Context: an optimization exercise on an open-source flow, tuned for small area, a short achievable clock period and few clock cycles. The choices shown serve that exercise and are no tape-out recipe.
In this exercise RTL edits were held to simulation tests only and were not proved equivalent to the original.
Power figures rest on the tool's default switching activity, not on a simulated workload.

--- flow/design.v ---
module riscv_core
(
    input   logic           clk,
    input   logic           rst,
    output  logic   [31:0]  imem_address,
    output  logic           imem_read,
    input   logic   [31:0]  imem_rdata,
    input   logic           imem_resp,
    output  logic   [31:0]  dmem_address,
    output  logic           dmem_read,
    output  logic           dmem_write,
    output  logic   [3:0]   dmem_wmask,
    output  logic   [31:0]  dmem_wdata,
    input   logic   [31:0]  dmem_rdata,
    input   logic           dmem_resp
);
    logic [31:2] pc;
    logic        ir_v;
    logic [31:0] ir;
    logic [31:0] rf [1:31];
    wire [4:0] opc = ir[6:2];
    wire [2:0] f3  = ir[14:12];
    wire [4:0] rd  = ir[11:7];
    wire [4:0] rs1 = ir[19:15];
    wire [4:0] rs2 = ir[24:20];
    wire is_lui   = opc == 5'b01101;
    wire is_auipc = opc == 5'b00101;
    wire is_jal   = opc == 5'b11011;
    wire is_jalr  = opc == 5'b11001;
    wire is_br    = opc == 5'b11000;
    wire is_load  = opc == 5'b00000;
    wire is_store = opc == 5'b01000;
    wire is_reg   = opc == 5'b01100;
    wire [31:0] i_imm = {{21{ir[31]}}, ir[30:20]};
    wire [31:0] s_imm = {{21{ir[31]}}, ir[30:25], ir[11:7]};
    wire [31:0] b_imm = {{20{ir[31]}}, ir[7], ir[30:25], ir[11:8], 1'b0};
    wire [31:0] u_imm = {ir[31:12], 12'h000};
    wire [31:0] j_imm = {{12{ir[31]}}, ir[19:12], ir[20], ir[30:21], 1'b0};
    wire [31:0] a = (rs1 == 5'd0) ? 32'd0 : rf[rs1];
    wire [31:0] b = (rs2 == 5'd0) ? 32'd0 : rf[rs2];
    wire [31:0] opb = is_reg ? b : is_store ? s_imm : i_imm;
    wire        sub = is_reg & ir[30];
    wire [31:0] sum = a + (sub ? ~opb : opb) + {31'd0, sub};
    wire        slt = {a[31] ^ ~f3[0], a[30:0]} < {opb[31] ^ ~f3[0], opb[30:0]};
    wire [31:0] sr  = $signed({ir[30] & a[31], a}) >>> opb[4:0];
    logic [31:0] alu;
    always_comb begin
        case (f3)
            3'b000: alu = sum;
            3'b001: alu = a << opb[4:0];
            3'b010, 3'b011: alu = {31'd0, slt};
            3'b100: alu = a ^ opb;
            3'b101: alu = sr;
            3'b110: alu = a | opb;
            default: alu = a & opb;
        endcase
    end
    wire        beq  = a == b;
    wire        blt  = {a[31] ^ ~f3[1], a[30:0]} < {b[31] ^ ~f3[1], b[30:0]};
    wire        cond = (f3[2] ? blt : beq) ^ f3[0];
    wire [31:0] pc_full = {pc, 2'b00};
    wire [31:0] pc_add  = pc_full + (is_auipc ? u_imm : is_jal ? j_imm : b_imm);
    wire [31:2] pc_inc  = pc + {29'd0, ir_v};
    wire redirect = ir_v & (is_jal | is_jalr | (is_br & cond));
    wire [31:2] target = is_jalr ? sum[31:2] : pc_add[31:2];
    assign imem_address = {redirect ? target : pc_inc, 2'b00};
    assign imem_read    = 1'b1;
    wire [1:0] bo = sum[1:0];
    assign dmem_address = {sum[31:2], 2'b00};
    assign dmem_read    = ir_v & is_load;
    assign dmem_write   = ir_v & is_store;
    always_comb begin
        case (f3[1:0])
            2'b00:   begin dmem_wdata = {4{b[7:0]}};  dmem_wmask = 4'b0001 << bo; end
            2'b01:   begin dmem_wdata = {2{b[15:0]}}; dmem_wmask = {bo[1], bo[1], ~bo[1], ~bo[1]}; end
            default: begin dmem_wdata = b;            dmem_wmask = 4'b1111; end
        endcase
    end
    wire [15:0] lh_d = bo[1] ? dmem_rdata[31:16] : dmem_rdata[15:0];
    wire [7:0]  lb_d = bo[0] ? lh_d[15:8] : lh_d[7:0];
    logic [31:0] ld;
    always_comb begin
        case (f3[1:0])
            2'b00:   ld = {{24{lb_d[7] & ~f3[2]}}, lb_d};
            2'b01:   ld = {{16{lh_d[15] & ~f3[2]}}, lh_d};
            default: ld = dmem_rdata;
        endcase
    end
    wire stall = ir_v & (is_load | is_store) & ~dmem_resp;
    logic [31:0] wd;
    always_comb begin
        if (is_load)               wd = ld;
        else if (is_lui)           wd = u_imm;
        else if (is_auipc)         wd = pc_add;
        else if (is_jal | is_jalr) wd = {pc_inc, 2'b00};
        else                       wd = alu;
    end
    wire we = ir_v & ~stall & ~is_br & ~is_store & (rd != 5'd0);
    always_ff @(posedge clk) begin
        if (we) rf[rd] <= wd;
    end
    always_ff @(posedge clk) begin
        if (rst) begin
            pc   <= 30'h1000_0000;
            ir_v <= 1'b0;
        end else if (!stall) begin
            pc   <= imem_address[31:2];
            ir_v <= imem_resp;
        end
    end
    always_ff @(posedge clk) begin
        if (!stall) ir <= imem_rdata;
    end
endmodule
--- flow/run.sh ---
#!/bin/bash
# synth_recipe.tcl (not shown) runs the flow's synth.tcl, then flattens the netlist and writes it again
# the make line also repeats each setting of config.mk as NAME=value (left out here)
make -C /OpenROAD-flow-scripts/flow DESIGN_CONFIG=/design/flow/config.mk WORK_HOME=/design/flow/orfs CLKGATE_MAP_FILE= SYNTH_SCRIPT=/design/flow/synth_recipe.tcl finish
--- flow/config.mk ---
export PLATFORM = sky130hd
export DESIGN_NAME = riscv_core
export DESIGN_NICKNAME = riscv_core
export VERILOG_FILES = /design/flow/design.v
export SDC_FILE = /design/flow/constraint.sdc
export NUM_CORES = 4
export LEC_CHECK = 0
export CAP_MARGIN = 20
export CORE_MARGIN = 2
export CORE_UTILIZATION = 40
export SLEW_MARGIN = 20
--- flow/constraint.sdc ---
create_clock -name core_clock -period 12.0 [get_ports {clk}]
set_input_delay 2.4000 -clock core_clock [delete_from_list [all_inputs] [get_ports {clk}]]
set_output_delay 2.4000 -clock core_clock [all_outputs]
set_load 0.01 [all_outputs]
==> run summary <==
sequential cells by signal (all words and copies together), names as in the netlist, named ones only:
signal,cells
rf,992
ir_v,1
ir,30
pc,30
routing by layer:
metal	up-vias	share of wire
met5	-	0.000047
met4	2	0.053
met3	563	0.091
met2	2848	0.46
met1	24800	0.39
li1	19800	-
report_power, final:
group / internal (uW) / switching, uW / total [uW]
combinational: 817 / 1590 / 2410
sequential: 4250 / 59.0 / 4310
clock: 1980 / 1500 / 3480
total: 7050 / 3150 / 10200
critical path: stages (launching register included):
cell             delay (ns)
dfxtp_4                0.83
buf_4                  0.53
mux4_2                 0.30
mux4_2                 0.26
nand2_1                0.08
a21oi_2                0.87
nand2_1                0.10
and2_1                 0.25
mux2i_1                0.29
ha_1                   0.36
inv_1                  0.14
o21bai_1               0.09
a21o_1                 0.20
a2111oi_0              0.77
or4_1                  0.23
a21oi_1                0.08
a2111oi_1              0.63
o41a_1                 0.24
o211a_1                0.40
o21ai_1                0.14
a21oi_1                0.36
clkdlybuf4s50_1        0.61
final cells by class:
class / instances / area share
clock inverters: 65 / 0.00982
multi-input cells: 3325 / 0.421
clock buffers: 139 / 0.0408
diodes: 1 / 0.0000347
flip-flops and latches: 1063 / 0.437
inverters: 129 / 0.00675
repair buffers: 389 / 0.0478
well taps: 2072 / 0.0359
per-stage QoR:
stage	total power (uW)	setup WS, ns	instance area (um^2)	util
after global routing	10500	0.730	72100	0.455
after global placement	6710	1.93	68400	0.432
after CTS	10200	1.15	72100	0.455
final	10200	1.06	72100	0.455
after detailed placement	6720	1.97	68400	0.432
after floorplan	5630	3.78	63700	-
logic make-up after synthesis:
group	Yosys count	share of synthesized area
AOI/OAI and AO/OA	1242	0.129
and+or+nand+nor	1089	0.0787
DFF	1063	0.494
muxes	712	0.211
buffers and inverters	494	0.0371
adders and majority gates	192	0.0379
xor gates and xnor gates	85	0.0117
other	2	0.000118
cells in the final DEF (no fill, tap or decap), types with 21 or more instances in the layout:
cell type        Yosys  final
o21a_1              52     52
xnor2_1             53     53
nand4_1             30     30
a211oi_1           104    103
nor2_1             307    274
o211ai_1            61     61
a21oi_1            338    327
xor2_1              32     32
dfxtp_1             41     32
nand3_1            110    109
nor3_1              92     91
and3_1              30     30
a221oi_1            25     25
a31oi_1             38     35
or3_1               25     25
edfxtp_1          1022   1022
and2_1              35     34
clkbuf_1           188     24
nand2_1            351    350
inv_1              122    120
buf_4               31    217
a22oi_1             39     39
o21bai_1            30     30
o21ai_0            217    216
nor2_4               0     31
o22ai_1             57     53
mux2i_1            192    192
clkdlybuf4s50_1      0    163
a21o_1              60     60
clkinv_2             0     21
ha_1               190    190
mux4_2             484    484
clkbuf_16            0    113
final timing paths:
kind	startpoint	to	cells past startpoint
setup / recovery	register	imem_address[31]	21
hold / removal	pc[6]$_SDFFE_PP0N_	pc[6]$_SDFFE_PP0N_	2
setup reg to reg	register	rf[24][26]$_DFFE_PP_	19
hold reg to reg	pc[6]$_SDFFE_PP0N_	pc[6]$_SDFFE_PP0N_	2
==> flow_summary.json <==
{
  "status": "no timing/DRC/antenna violations",
  "antenna_found_initial": 6,
  "numCtsBuffers": 112,
  "die_y_um": 403,
  "root_buffer": "clkbuf_16",
  "cp_max_fo": 40,
  "grt.total_usage": 0.308,
  "dp.cells": 6977,
  "clock-sinks": 1063,
  "clock_latency_ns": 0.76,
  "synth_area_um2": 63700,
  "crit_type": "reg2out",
  "ant_nets": 0,
  "yosysTopAreaCell": "edfxtp_1",
  "die_w_um": 403,
  "synth.area.top_cells": "edfxtp_1 (48%), mux4_2 (17%), ha_1 (3.7%), mux2i_1 (3.0%), a21oi_1 (2.7%)",
  "fin_setup_tns_ns": 0,
  "ff2ff_setup_slack_ns": 4.04,
  "top_usage_layer": "met2",
  "syn_avg_cell_area_um2": 13.1,
  "synth.most_common_cell": "edfxtp_1",
  "cp-end-kind": "output pin",
  "power_density_nw_per_um2": 141,
  "ys_seq_area_frac": 0.494,
  "period_share": 0.912,
  "initial_utilization": 0.402,
  "h-tree-depth": 3,
  "maxCapViolations": 0,
  "core_um2": 158000,
  "final_cells": 7183,
  "gp_congestion": 1.06,
  "rsz0062_at_grt": "no",
  "use_met3": 0.0492,
  "arrival_ns": 8.54,
  "power_leakage_uw": 0.0248,
  "post-cts-setup-buffers": 0,
  "slew_headroom": 0.223,
  "grt_pass1_wl_um": 354000,
  "hold_ws_ns": 0.508,
  "cts-resized-gates": 0,
  "ys.flop_type": "edfxtp_1",
  "multi_input_area_um2": 30400,
  "synth_top_area_frac": 0.482,
  "routedWlPerCell_um": 35.6,
  "synth-seq-cells": 1063,
  "io_buffers": 163,
  "hold_class": "reg2reg",
  "routed-via-count": 48000,
  "syn_to_final_growth_pct": 13.2,
  "clk_pin_slew_ns": 0.06,
  "drc": 0,
  "async_reset_ff_frac": 0,
  "layout-drive-gt1-share": 0.205,
  "max_freq_ghz": 0.0914,
  "netlist_instances": 4879,
  "synthTopCellsByCount": "edfxtp_1 (1022), mux4_2 (484), nand2_1 (351)",
  "num_rows": 146,
  "synth.distinct_cells": 116,
  "first_pass_iters": 8,
  "skew_ns": 0.0644,
  "critPathRequiredTime_ns": 9.60,
  "postCtsHoldBufs": 0,
  "drtIter0Drc": 6770,
  "met2_usage": 0.488,
  "viasPerCell": 6.69,
  "clock_path_buffers": 3,
  "yosys_warnings": 1,
  "peakVddDrop_mv": 0.122,
  "grtUsageMet1": 0.418,
  "layout_min_cycle_time_ns": 10.94,
  "synth_edf_count": 1022,
  "worst_slew_pin_slew_ns": 1.17,
  "grt_max_degree": 87,
  "cts_tree": "built",
  "pin_count": 171,
  "hpwlAfterDp_um": 174000,
  "worst_setup_path_start_kind": "register",
  "die-area_um2": 163000,
  "wl_um": 256000,
  "fin_nets": 5280,
  "hold_violations": 0,
  "final-setup-viol-count": 0,
  "grt_pass1_vias": 45900,
  "finalMaxSlewViolations": 0,
  "final-seq-area_um2": 31500,
  "n_fill_cell": 14100,
  "overflow": 0
}
Testbench counts, summed over its fixed seeds: cycles 15,616.

[static timing again, ports no longer ideal]
The results above use ideal ports. As a check the final layout listed here was re-extracted and re-timed, cells and wires unchanged.
Step 1 sets driving cells, clkbuf_16 on the clock port and buf_2 on the other inputs (assumed; they add their load-dependent delay and slew).
Step 2 times the ports against the registers' clock, not the clock port: input delays grow and output delays shrink by t, the midpoint of the rising clock arrivals with the driver on.
a / b / c = ideal ports / drivers / drivers and shift; a / b = the first two.
t, ns: 0.804
setup WS [ns]: 1.056 / 0.981 / 1.785
hold WS [ns]: 0.508 / 0.508 / 0.508
After both steps setup and hold are still met in this run. The setup slack of this run moves by -0.075 ns with the drivers and by +0.729 ns with both steps.
